From an optimization exercise on the open Yosys and OpenROAD flow, aimed at small area; shortcuts taken in it are not production practice. Function was checked by simulation only, so behaviour that the tests miss may differ from the original. Power and IR drop assume default switching activity.

### flow/design.v
`timescale 1ns/1ps
module lidar_system_top (
    input  wire clk,
    input  wire rst,
    input  wire rx,
    output wire tx,
    output wire [15:0] dbg_max_idx,
    output wire [15:0] dbg_min_idx,
    output wire [15:0] dbg_max_dist,
    output wire [15:0] dbg_min_dist,
    output wire [15:0] dbg_obs_alert,
    output wire [15:0] dbg_max_angle,
    output wire [15:0] dbg_min_angle,
    output wire        dbg_angle_done
);
    localparam [15:0] K36 = 16'd36000;
    localparam [15:0] K29 = 16'd29536;           
    localparam [7:0] PEND = 8'd202;
    reg  [7:0] pre;
    wire       ptick = (pre == PEND);
    always @(posedge clk)
        pre <= (rst || ptick) ? 8'd1 : {pre[6:0], pre[7] ^ pre[5] ^ pre[4] ^ pre[3]};
    reg  [3:0] ph;
    always @(posedge clk) ph <= rst ? 4'd0 : ph + 4'd1;
    wire p0  = (ph == 4'd0);
    wire p15 = (ph == 4'd15);
    reg        rxs;
    reg        rbusy;
    reg  [3:0] rqb;
    reg  [1:0] rqq;
    wire rsamp = ptick && rbusy && (rqq == 2'b01);
    always @(posedge clk) rxs <= rx;
    always @(posedge clk) begin
        if (rst) rbusy <= 1'b0;
        else if (ptick) begin
            if (!rbusy) rbusy <= !rxs;
            else if (rsamp && (rqb == 4'd11)) rbusy <= 1'b0;
        end
    end
    always @(posedge clk) begin
        if (!rbusy) begin
            rqq <= 2'b00;
            rqb <= 4'd1;
        end else if (ptick) begin
            rqq <= {rqq[0], ~rqq[1]};
            if (rqq == 2'b10) rqb <= {rqb[2:0], rqb[3] ^ rqb[2]};
        end
    end
    localparam [3:0] J_IDLE = 4'd0, J_RXBIT = 4'd1, J_COPY = 4'd2, J_ADJ = 4'd3,
                     J_SPAN = 4'd4, J_ADD36 = 4'd5, J_SHIFT = 4'd6, J_CMP = 4'd7,
                     J_SAMP = 4'd8, J_PEND = 4'd9, J_CTLD = 4'd10, J_CMPD = 4'd11;
    localparam [3:0] P_H1 = 4'd0, P_H2 = 4'd1, P_CT = 4'd2, P_F0 = 4'd3, P_F1 = 4'd4,
                     P_L0 = 4'd5, P_L1 = 4'd6, P_S0 = 4'd7, P_S1 = 4'd8;
    reg  [3:0] js;
    reg  [3:0] st;
    reg  [7:0] ct;                               
    reg  [7:0] idx;
    reg [15:0] rsh, acc, delta;
    reg        c, ge, sub, neg, gt, lt;
    reg        done;
    reg [15:0] max_dist, min_dist, max_angle, min_angle, obs;
    reg  [7:0] max_idx, min_idx;
    wire op_rxbit = (js == J_RXBIT);
    wire op_copy  = (js == J_COPY);
    wire op_adj   = (js == J_ADJ);
    wire op_span  = (js == J_SPAN);
    wire op_add36 = (js == J_ADD36);
    wire op_shift = (js == J_SHIFT);
    wire op_dec   = (js == J_CMPD);              
    wire op_cmp   = (js == J_CMP) || op_dec;
    wire op_samp  = (js == J_SAMP);
    wire op_ctld  = (js == J_CTLD);
    wire [7:0] byte_in = {rsh[0], rsh[15:9]};
    wire [7:0] idx_inc = idx + 8'd1;
    wire [7:0] ct15    = {ct[0], ct[7:1]};
    wire       is_last = (ct15 == 8'd1);
    wire       first   = (idx == 8'd0);
    wire       last    = (st == P_H1);            
    wire       pow2 = (ct15 != 8'd0) && ((ct15 & (ct15 - 8'd1)) == 8'd0);
    wire [2:0] kk   = pow2 ? {|ct15[7:4], ct15[7] | ct15[6] | ct15[3] | ct15[2],
                              ct15[7] | ct15[5] | ct15[3] | ct15[1]}
                           : 3'd0;
    wire       kdone = (idx_inc[2:0] == kk);     
    wire k36b = K36[ph];
    wire k29b = K29[ph];
    wire cin  = p0 ? op_span : c;
    wire fa_a = (op_copy || op_span) ? rsh[0] : op_add36 ? delta[0] : op_dec ? ct[0] : acc[0];
    wire fa_b = op_adj ? k29b : op_span ? ~acc[0] : op_add36 ? k36b : op_samp ? delta[0] : op_dec;
    wire sum  = fa_a ^ fa_b ^ cin;
    wire cout = (fa_a & fa_b) | (cin & (fa_a ^ fa_b));
    wire ge_new = (sum != k36b) ? sum : (p0 | ge);    
    wire gt_new = (rsh[0] != max_dist[0]) ? rsh[0]       : (!p0 & gt);
    wire lt_new = (rsh[0] != min_dist[0]) ? min_dist[0]  : (!p0 & lt);
    wire max_angle_in = gt ? acc[0] : max_angle[0];
    wire min_angle_in = lt ? acc[0] : min_angle[0];
    always @(posedge clk) begin
        c  <= cout;
        ge <= ge_new;
        rsh   <= {op_rxbit ? (p15 ? rxs : rsh[1]) : rsh[0], rsh[15:1]};
        acc   <= {(op_samp && last) ? max_angle_in : (op_copy || op_adj || op_samp) ? sum : acc[0],
                  acc[15:1]};
        delta <= {(op_samp && last) ? min_angle_in : (op_span || op_add36) ? sum :
                  op_shift ? (p15 ? neg : delta[1]) : delta[0], delta[15:1]};
        ct    <= {(op_ctld && ph[3]) ? rsh[0] : (op_dec && !ph[3]) ? sum : ct[0], ct[7:1]};
        if (op_cmp) begin
            gt <= gt_new | (p15 & first);
            lt <= lt_new | (p15 & first);
        end
    end
    always @(posedge clk) begin
        if (rst) begin
            st    <= P_H1;
            js    <= J_IDLE;
            done  <= 1'b0;
        end else begin
            if (rsamp && (rqb != 4'd1) && js == J_IDLE) js <= J_PEND;
            done <= 1'b0;
            if (p15) begin
                case (js)
                    J_IDLE: ;
                    J_PEND: begin
                        js <= J_IDLE;
                        if (rbusy) js <= J_RXBIT;
                        else begin
                            case (st)
                                P_H1: if (byte_in == 8'h55) st <= P_H2;
                                P_H2: if (byte_in == 8'hAA) st <= P_CT;
                                      else if (byte_in != 8'h55) st <= P_H1;
                                P_CT: begin st <= P_F0; js <= J_CTLD; end
                                P_F0: st <= P_F1;
                                P_F1: begin st <= P_L0; js <= J_COPY; end
                                P_L0: st <= P_L1;
                                P_L1: begin st <= P_S0; js <= J_SPAN; end
                                P_S0: st <= P_S1;
                                P_S1: begin
                                    st <= is_last ? P_H1 : P_S0;
                                    js <= (ct15 != 8'd0) ? J_CMPD : J_CMP;
                                end
                                default: st <= P_H1;
                            endcase
                        end
                    end
                    J_SPAN:  js <= !cout ? J_ADD36 : (kk != 3'd0) ? J_SHIFT : sub ? J_ADJ : J_IDLE;
                    J_ADD36: js <= (kk != 3'd0) ? J_SHIFT : sub ? J_ADJ : J_IDLE;
                    J_SHIFT: if (kdone) js <= sub ? J_ADJ : J_IDLE;
                    J_CMP, J_CMPD: js <= J_SAMP;
                    J_SAMP:  begin
                        js   <= (!last && !sub && (cout || neg || ge_new)) ? J_ADJ : J_IDLE;
                        done <= last;
                    end
                    default: js <= J_IDLE;
                endcase
            end
        end
    end
    always @(posedge clk) begin
        if (p15 && op_copy) sub <= ge_new;
        if (p15 && op_adj)  sub <= 1'b1;
        if (p15 && op_span && cout) neg <= 1'b0;
        if (p15 && op_add36) neg <= ~cout;
        if (p15 && js == J_IDLE && st == P_L1) idx <= 8'd0;
        else if (op_shift && p15) idx <= kdone ? 8'd0 : idx_inc;
        else if (op_samp && (p0 || (last && idx[7:4] == 4'd0))) idx <= idx_inc;
        if (op_samp && idx[7:4] == 4'd0) begin
            if (p0) obs <= {~|rsh[15:10], obs[15:1]};
            else if (last) obs <= {1'b0, obs[15:1]};
        end
        if (op_samp && p0) begin
            if (gt) max_idx <= idx;
            if (lt) min_idx <= idx;
        end
        if (op_cmp || op_samp) begin
            max_dist <= {(op_samp && gt) ? rsh[0] : max_dist[0], max_dist[15:1]};
            min_dist <= {(op_samp && lt) ? rsh[0] : min_dist[0], min_dist[15:1]};
        end
        if (op_samp) begin
            max_angle <= {max_angle_in, max_angle[15:1]};
            min_angle <= {min_angle_in, min_angle[15:1]};
        end
    end
    reg       tact;
    reg [1:0] tbyte;
    reg [3:0] tbit;
    reg [1:0] tq;
    wire      tend = ptick && (tbit == 4'd8) && (tq == 2'b10);
    always @(posedge clk) begin
        if (rst) tact <= 1'b0;
        else if (done) tact <= 1'b1;
        else if (tend && (tbyte == 2'd3)) tact <= 1'b0;
    end
    always @(posedge clk) begin
        if (!tact) begin
            tbit  <= 4'd14;
            tq    <= 2'b10;
            tbyte <= 2'd0;
        end else if (tend) begin
            tbit  <= 4'd15;
            tq    <= 2'b00;
            tbyte <= tbyte + 2'd1;
        end else if (ptick) begin
            tq <= {tq[0], ~tq[1]};
            if (tq == 2'b10) tbit <= tbit + 4'd1;
        end
    end
    reg        tnext, tcur;
    wire [3:0] tnidx = {tbyte[0], tbit[2:0] + 3'd1};
    always @(posedge clk) begin
        if (ph == tnidx) tnext <= tbyte[1] ? delta[0] : acc[0];
        if (ptick && tq == 2'b10) tcur <= tnext;
    end
    assign tx = ~tact | (tbit[3] ? ~&tbit[2:0] : tcur);
    assign dbg_max_idx    = {8'd0, max_idx};
    assign dbg_min_idx    = {8'd0, min_idx};
    assign dbg_max_dist   = max_dist;
    assign dbg_min_dist   = min_dist;
    assign dbg_obs_alert  = obs;
    assign dbg_max_angle  = max_angle;
    assign dbg_min_angle  = min_angle;
    assign dbg_angle_done = done;
endmodule
### flow/flow/run.sh
#!/bin/bash
# The standard ORFS flow (standard.sh) with these changes:
#  - synthesis: the standard script, but abc maps the logic for area
#    (flow/area.abc), adders included (no ADDER_MAP_FILE); flip-flops are
#    the standard synthesis's
#  - port buffers use sky130_fd_sc_hd__buf_1
#  - clock tree: clkbuf_4 buffers, small sink clusters, no dummy loads
# Tool logs: orfs/logs/..., make output in finish.log.
set -euo pipefail
F=$PWD/flow
export MY_ABC_SCRIPT=$F/area.abc
export BUFFER_PORTS_ARGS="-buffer_cell sky130_fd_sc_hd__buf_1"
export CTS_ARGS="-sink_clustering_enable -repair_clock_nets -dont_use_dummy_load -buf_list sky130_fd_sc_hd__clkbuf_8 -root_buf sky130_fd_sc_hd__clkbuf_16 -sink_clustering_size 16 -sink_clustering_max_diameter 50"
bash standard.sh finish SYNTH_SCRIPT=$F/my_synth.tcl ADDER_MAP_FILE= > finish.log 2>&1
### flow/flow/area.abc
strash
ifraig
dc2
dch -f
amap -m -F 4 -A 16
### flow/flow/my_synth.tcl
# synth_recipe.tcl (the standard synthesis: synth without fsm and share,
# then flattened and renamed) with one change: abc maps the logic with the
# area-oriented script in MY_ABC_SCRIPT instead of ORFS's speed script.
# Flip-flops are mapped before abc runs, so they are the standard ones.
proc synth {args} { yosys synth -nofsm -noshare {*}$args }
proc abc {args} {
  set i [lsearch -exact $args -script]
  if {$i >= 0 && [info exists ::env(MY_ABC_SCRIPT)]} {
    set args [lreplace $args [expr {$i + 1}] [expr {$i + 1}] $::env(MY_ABC_SCRIPT)]
  }
  yosys abc {*}$args
}
source $::env(SCRIPTS_DIR)/synth.tcl
# left out here: clear keep_hierarchy, flatten, clean up, hide names made inside functions, write 1_2_yosys.v
### flow/standard.sh
#!/bin/bash
# synth_recipe.tcl (not shown) runs the flow's synth.tcl, then flattens the netlist and writes it again
# the make line also repeats each setting of config.mk as NAME=value (left out here)
make -C /OpenROAD-flow-scripts/flow DESIGN_CONFIG=/design/flow/config.mk WORK_HOME=/design/flow/orfs CLKGATE_MAP_FILE= SYNTH_SCRIPT=/design/flow/synth_recipe.tcl "${@:-finish}"
### flow/config.mk
export PLATFORM = sky130hd
export DESIGN_NAME = lidar_system_top
export DESIGN_NICKNAME = lidar_system_top
export VERILOG_FILES = /design/flow/design.v
export SDC_FILE = /design/flow/constraint.sdc
export NUM_CORES = 4
export LEC_CHECK = 0
export CAP_MARGIN = 20
export CORE_MARGIN = 2
export CORE_UTILIZATION = 40
export PLACE_DENSITY = 0.6
export SLEW_MARGIN = 20
### flow/constraint.sdc
create_clock -name core_clock -period 10.0 [get_ports {clk}]
set_input_delay 2.0000 -clock core_clock [delete_from_list [all_inputs] [get_ports {clk}]]
set_output_delay 2.0000 -clock core_clock [all_outputs]
set_load 0.01 [all_outputs]
==> flow_summary.yaml <==
sta:
  worstMarginPinSlew_ns: 0.9275
  rsz0062_at_grt: "no"
  setup_viol: 0
  period_share_pct: 37.59
  min_period_ns: 3.759
  fmax_mhz: 266.1
  skew_ns: 0.03474
  slew_violations: 0
  finalSetupTns_ns: 0
  holdWs_ns: 0.2977
  hold_viol_final: 0
  maxSlewHeadroom_pct: 37.38
floorplan:
  io_pins: 117
  die_h_um: 136.0
  fp-row-count: 48
  dieArea_um2: 18490
  start_util_pct: 40.57
  core_um2: 17180
  die_width_um: 136.0
route:
  wl_per_cell_um: 15.11
  routed.top_layer: "met4"
  via_count: 4736
  antenna_left: 0
  wl_met1_um: 6068
  dr.pass1.iters: 6
  totalWireLength_um: 13820
  drc_errors: 0
  drt_iter0_drc: 265
  viasPerCell: 5.182
  wl_met2_um: 6356
  wl_met3_um: 1054
clock_tree:
  hold_buffers: 0
  postCtsResizedCells: 0
  cts_made_buffers: 21
  clk_latency_ns: 0.47
  clock_sinks: 206
  cts_setup_buffers: 0
  cts_tree: "yes"
  cts-root-buf: "clkbuf_16"
  clockBufferDepth: 3
  cts_max_level: 1
  clk_pin_slew_ns: 0.08
worst_setup_path:
  critical-path-slowest-cell: "dfxtp_1"
  critPathArrivalTime_ns: 1.76
  worstPathRequired_ns: 8.00
  critPathKind: "flop to primary output"
  crit_path_max_fanout: 5
  endpoint_kind: "primary output"
  start_kind: "flop"
  cpPeakStageDelay_ns: 0.40
  path_cells: "clkinv_1 > nor2_1 > nand2_1 > a221o_1 > buf_1"
layout:
  n_antenna_cell: 0
  fin_nets: 694
  layout_commonest_cell: "dfxtp_1"
  seqCellArea_um2: 5135
  drive_above_1_share_pct: 3.919
  multi_input_area_um2: 1539
  area_delta_synth_final_pct: 13.75
  final_cell_mix: "dfxtp_1 (105), edfxtp_1 (101), buf_1 (100)"
  fillers: 1601
pwr:
  peakVddDrop_uv: 91.54
  powerDensity_nw_per_um2: 175.4
  cellLeakagePower_nw: 2.584
global_route:
  grt_pass1_wl_um: 21410
  grt_max_degree: 37
  gr-total-overflow: 0
  grt_pass1_vias: 4268
  antenna_found_initial: 0
  track_usage_pct: 14.40
yosys:
  ys_seq_area_share_pct: 73.68
  yosysTopAreaCellShare_pct: 43.52
  ys_ff_latch: 206
  synth_cell_types: 38
  synthCells: 564
  synthTopCellsByArea: "edfxtp_1 (44%), dfxtp_1 (30%), nor2_1 (3.7%)"
  netlist_area_um2: 6969
  yosys_warnings: 1
  avgSynthCellArea_um2: 12.36
  yosysTopAreaCell: "edfxtp_1"
worst_hold_path:
  min_path_type: "flop to flop"
place:
  dp_hpwl_um: 9588
  place.gp.congestion: 0.9868
  port_buffers: 100
run_status:
  status: "no timing/DRC/antenna violations"
run:
  cap_violations: 0
==> registers in the layout, indices dropped and copies added, names as in the netlist, 8 cells and up <==
| signal | flops |
|---|---|
| idx | 8 |
| min_dist | 16 |
| ct | 8 |
| max_dist | 16 |
| min_idx | 8 |
| max_idx | 8 |
| rsh | 16 |
| obs | 16 |
| delta | 16 |
| max_angle | 16 |
| min_angle | 16 |
| pre | 8 |
| acc | 16 |
==> per-layer routing <==
layer	vias to the layer above	global-route usage [%]
met5	-	0
met4	0	5.498
met3	34	3.244
met2	215	23.18
met1	2234	19.07
li1	2253	-
==> where the power goes <==
part | internal, mW | switching [mW] | total, mW
Clock | 0.215 | 0.250 | 0.465
Sequential | 0.886 | 0.00807 | 0.894
Combinational | 0.00994 | 0.0218 | 0.0317
Total | 1.11 | 0.280 | 1.39
==> worst paths after layout <==
check / from / end / slack, ns / depth (start not counted)
max: tbit[0] / tx / 6.24 / 5
min: rsh[2] / rsh[1] / 0.30 / 0
max reg2reg: js[0] / js[0] / 6.45 / 14
min reg2reg: rsh[2] / rsh[1] / 0.30 / 0
==> per-stage QoR <==
step | total power, mW | cells | cell area [um^2] | util [%] | setup slack [ns]
3_5_place_dp | 0.9434 | 893 | 7605 | 44.27 | 6.525
2_1_floorplan | 0.9375 | 579 | 7025 | - | 4.595
3_3_place_gp | 0.9413 | 893 | 7605 | 44.27 | 6.782
6_report | 1.391 | 914 | 7928 | 46.15 | 6.241
4_1_cts | 1.412 | 914 | 7928 | 46.15 | 6.220
5_1_grt | 1.448 | 914 | 7928 | 46.15 | 6.045
==> worst max-delay path, delay by kind of cell, from the launching register on <==
family,cells,cell delay [ns]
buf+inv,2,0.31
simple gates,2,0.26
flops,1,0.40
compound gates,1,0.35
==> cells in the mapped netlist <==
library cell,n
a22oi_1,3
and2_0,1
nor4_1,14
nor3b_1,2
or2_0,4
nor3_1,23
nor2b_1,3
o311ai_0,2
o221a_1,2
o211ai_1,1
o22ai_1,15
conb_1,1
edfxtp_1,101
a222oi_1,1
a31oi_1,5
a21oi_1,28
a221o_1,2
buf_4,16
a221oi_1,8
or4_1,1
o31ai_1,1
nor2_1,69
o41a_1,1
a2111oi_0,3
nand3_1,11
nand4_1,3
o32ai_1,1
and3_1,4
o21a_1,2
o41ai_1,1
o221ai_1,6
mux2_1,1
o21ai_0,26
or3_1,1
nand2_1,32
a211oi_1,1
dfxtp_1,105
clkinv_1,63
==> logic make-up after synthesis <==
logic type | count (synthesis) | share of synthesized area (%)
compound gates | 109 | 10.09
buf+inv | 79 | 5.117
mux | 1 | 0.1616
other cells | 1 | 0.05381
simple gates | 168 | 10.90
flops | 206 | 73.68
==> layout make-up <==
cell class | count | share of cell area, %
Sequential cell | 206 | 64.77
Multi-Input combinational cell | 294 | 19.41
Timing Repair Buffer | 105 | 5.208
Clock buffer | 21 | 4.072
Tap cell | 225 | 3.551
Inverter | 63 | 2.983

-- re-timing with driven ports --
No port has a modelled driver above. Below, the same layout with a new extraction and two added sets of constraints.
Step 1 (the two cells are an assumption about what drives the block):
set clk [get_ports {clk}]
set_driving_cell -lib_cell sky130_fd_sc_hd__clkbuf_16 $clk
set_driving_cell -lib_cell sky130_fd_sc_hd__buf_2 [delete_from_list [all_inputs] $clk]
Step 2 moves the port delays by t, midway between the first and last clock arrival at a register: inputs arrive t later, outputs are due t later. That takes back most of the time a late clock gives input paths.
Three values: no drivers, after step 1, after step 2; two values: the first two.
t, ns: 0.495
setup slack, ns: 6.241 / 6.196 / 6.449
slew at the worst register clock pin (ns): 0.09 / 0.09
worst slew at a driven data input, ns: 0.03
After both steps this run still meets setup and hold. The setup slack of this run moves by -0.045 ns with the drivers and by +0.208 ns with both steps.
